This design comes from an exercise in tuning for small area, a short achievable clock period and few clock cycles per item on the open sky130 flow, not from production work. Only simulation tests tie the RTL to the original design; equivalence was not proved. Power is estimated from default activity; no workload was simulated.

== run 1 ==
Design single_prec_mult, start of the top module:
module single_prec_mult
  (
    input  wire        clk,
    input  wire        reset,
    input  wire        start,
    input  wire [31:0] a,
    input  wire [31:0] b,
    output wire [31:0] product,
    output reg         mult_done
  );
==> flow/config.mk <==
export PLATFORM = sky130hd
export DESIGN_NAME = single_prec_mult
export DESIGN_NICKNAME = single_prec_mult
export VERILOG_FILES = /design/flow/design.v
export SDC_FILE = /design/flow/constraint.sdc
export NUM_CORES = 4
export LEC_CHECK = 0
export ABC_AREA = 1
export CAP_MARGIN = 20
export CORE_MARGIN = 2
export CORE_UTILIZATION = 70
export CTS_BUF_LIST = sky130_fd_sc_hd__clkbuf_4 sky130_fd_sc_hd__clkbuf_8
export PLACE_DENSITY = 0.8
export SETUP_SLACK_MARGIN = 0.1
export SLEW_MARGIN = 20
==> flow/constraint.sdc <==
create_clock -name core_clock -period 5.0 [get_ports {clk}]
set_input_delay 1.0000 -clock core_clock [delete_from_list [all_inputs] [get_ports {clk}]]
set_output_delay 1.0000 -clock core_clock [all_outputs]
set_load 0.01 [all_outputs]
standard.sh (not shown) runs the stock make flow with config.mk's settings and CLKGATE_MAP_FILE= SYNTH_SCRIPT=/design/flow/synth_recipe.tcl, a recipe that flattens the netlist after the stock synthesis.
==> flow/flow/run.sh <==
#!/bin/bash
# Standard layout with two changes:
#  - the port buffers are buf_2 cells rather than the resizer's default pick
#    (a slow delay buffer);
#  - after the standard synthesis, polarity.py flips full adders (which are
#    self-dual) and swaps XOR/XNOR gates to remove inverters around them;
#    registers are untouched.
set -euo pipefail
export BUFFER_PORTS_ARGS="-buffer_cell sky130_fd_sc_hd__buf_2"
R="$PWD/orfs/results/$FLOW_PLATFORM/single_prec_mult/base"
bash standard.sh "$R/1_2_yosys.v" > synth.log 2>&1
python3 flow/polarity.py "$R/1_2_yosys.v" "$R/1_2_yosys.pol.v" > polarity.log 2>&1
cp "$R/1_2_yosys.v" "$R/1_2_yosys.std.v"
mv "$R/1_2_yosys.pol.v" "$R/1_2_yosys.v"
bash standard.sh > standard.log 2>&1
Other scripts of this flow, unchanged in this note and not shown: flow/flow/polarity.py
Testbench counts of run 1, summed over its fixed seeds: cycles 2,048, items 2,048.
--- input diff run 1..run 2 ---
--- a/flow/design.v
+++ b/flow/design.v
@@ -972,19 +972,30 @@
 assign c52 = (pp0_11 & pp1_9) | (pp2_7 & (pp0_11 ^ pp1_9));
 assign s53 = pp3_5 ^ pp4_3 ^ pp5_1;
 assign c54 = (pp3_5 & pp4_3) | (pp5_1 & (pp3_5 ^ pp4_3));
 assign s55 = c42 ^ c44 ^ s51;
 assign c56 = (c42 & c44) | (s51 & (c42 ^ c44));
 assign s57 = s53 ^ c46 ^ s55;
 assign c58 = (s53 & c46) | (s55 & (s53 ^ c46));
 assign s59 = c48 ^ s57;
 assign c60 = c48 & s57;
-wire [12:0] lowsum = {1'b0, c50, c40, s37, c24, s21, s15, s9, s5, c2, pp1_0, pp0_1, neg0} + {1'b0, s59, s49, s39, s31, s23, s17, s11, s7, s3, s1, 1'b0, pp0_0};
+wire lc0 = (neg0 & pp0_0);
+wire lc1 = (pp0_1 & 1'b0) | ((pp0_1 | 1'b0) & lc0);
+wire lc2 = (pp1_0 & s1) | ((pp1_0 | s1) & lc1);
+wire lc3 = (c2 & s3) | ((c2 | s3) & lc2);
+wire lc4 = (s5 & s7) | ((s5 | s7) & lc3);
+wire lc5 = (s9 & s11) | ((s9 | s11) & lc4);
+wire lc6 = (s15 & s17) | ((s15 | s17) & lc5);
+wire lc7 = (s21 & s23) | ((s21 | s23) & lc6);
+wire lc8 = (c24 & s31) | ((c24 | s31) & lc7);
+wire lc9 = (s37 & s39) | ((s37 | s39) & lc8);
+wire lc10 = (c40 & s49) | ((c40 | s49) & lc9);
+wire lc11 = (c50 & s59) | ((c50 | s59) & lc10);
 assign s61 = neg6 ^ pp0_12 ^ pp1_10;
 assign c62 = (neg6 & pp0_12) | (pp1_10 & (neg6 ^ pp0_12));
 assign s63 = pp2_8 ^ pp3_6 ^ pp4_4;
 assign c64 = (pp2_8 & pp3_6) | (pp4_4 & (pp2_8 ^ pp3_6));
 assign s65 = pp5_2 ^ pp6_0 ^ c52;
 assign c66 = (pp5_2 & pp6_0) | (c52 & (pp5_2 ^ pp6_0));
 assign s67 = c54 ^ s61 ^ s63;
 assign c68 = (c54 & s61) | (s63 & (c54 ^ s61));
 assign s69 = s65 ^ c56 ^ s67;
@@ -1491,19 +1502,19 @@
 assign c570 = (x[21] & ~neg10) | (pp11_23 & (x[21] ^ ~neg10));
 assign s571 = c564 ^ s569 ^ c566;
 assign c572 = (c564 & s569) | (c566 & (c564 ^ s569));
 assign s573 = 1'b1 ^ x[22] ^ pp11_24;
 assign c574 = (1'b1 & x[22]) | (pp11_24 & (1'b1 ^ x[22]));
 assign s575 = c570 ^ s573;
 assign c576 = c570 & s573;
 assign s577 = 1'b1 ^ c574;
 assign c578 = 1'b1 & c574;
-assign cut = {c576, s577, c572, s575, s571, c568, c562, s567, s561, c556, c548, s555, s547, c540, c530, s539, s529, c520, c508, s519, s507, c496, c482, s495, s481, c468, s467, c452, c436, s451, c434, s435, c418, s417, c400, c382, s399, c380, s381, c362, s361, c342, c322, s341, c320, s321, c300, c278, s299, c276, s277, c256, s255, c236, s235, c216, s215, c198, c180, s197, c178, s179, s177, s161, c144, s143, c128, s127, c112, s111, c98, s97, c84, c72, s83, lowsum[12], s71};
+assign cut = {c576, s577, c572, s575, s571, c568, c562, s567, s561, c556, c548, s555, s547, c540, c530, s539, s529, c520, c508, s519, s507, c496, c482, s495, s481, c468, s467, c452, c436, s451, c434, s435, c418, s417, c400, c382, s399, c380, s381, c362, s361, c342, c322, s341, c320, s321, c300, c278, s299, c276, s277, c256, s255, c236, s235, c216, s215, c198, c180, s197, c178, s179, s177, s161, c144, s143, c128, s127, c112, s111, c98, s97, c84, c72, s83, lc11, s71};
 endmodule
 module mant_l2
   (
     input  wire [76:0] q,
     output wire [24:0] p
   );
 wire s579;
 wire c580;
 wire s581;
### Flow results
- The final reports for run 2 and run 1 show met3 wire length lower in the former.
- Worst hold slack after final layout delta (run 2 − run 1): unfavourable
- Of run 2 and run 1, the run reporting the lower combinational share of power was run 2.
- Number of multi-input logic gates sits higher in run 2 than in run 1.
- HPWL reported at the end of detailed placement sits lower in run 2 than in run 1.
- Compared run 1 against run 2; sequential share of cell area within noise.
- Comparing run 2 and run 1, utilization after layout is higher on run 1.
- Looking at run 2 and run 1, the register-to-register setup slack is a wash.
- Min number of nets in the finished design across run 2 and run 1: run 2
- Run 2 ends up with lower area added between synthesis and finish than run 1 does.
- Setup slack after layout in run 2 vs run 1: up 0.080 ns
- Compared with run 1, run 2 shows post-route fraction of the period consumed by the critical path lower by 1.6 points.
- Compared with run 1, run 2 shows total detailed-routing wirelength lower by 3.3%.
Testbench counts of run 2, summed over its fixed seeds: cycles 2,048, items 2,048.

-- re-timing with driven ports --
The results above use ideal ports. As a check the final layouts listed here were re-extracted and re-timed, cells and wires unchanged. Step 1 sets driving cells, clkbuf_16 on the clock port and buf_2 on the other inputs (assumed; they add their load-dependent delay and slew). Step 2 adds t to the input delays and takes it off the output delays; t is the mean of the earliest and latest rising clock arrival at the registers after step 1. Input paths then give back, and output paths get back, about the clock's delay inside the block. Three values: ideal, step 1, step 2; two values: the first two.
run	shift t [ns]	setup slack, ns	hold slack, ns	pins driven straight from the clock port
run 1	0.437	0.301 / 0.258 / -0.048	0.436 / 0.415 / 0.478	1
run 2	0.427	0.382 / 0.338 / -0.002	0.424 / 0.403 / 0.489	1
Met with ideal ports but missed after step 2: setup timing in run 1 and run 2. The setup slack of run 2, which loses most, moves by -0.044 ns with the drivers and by -0.384 ns with both steps.
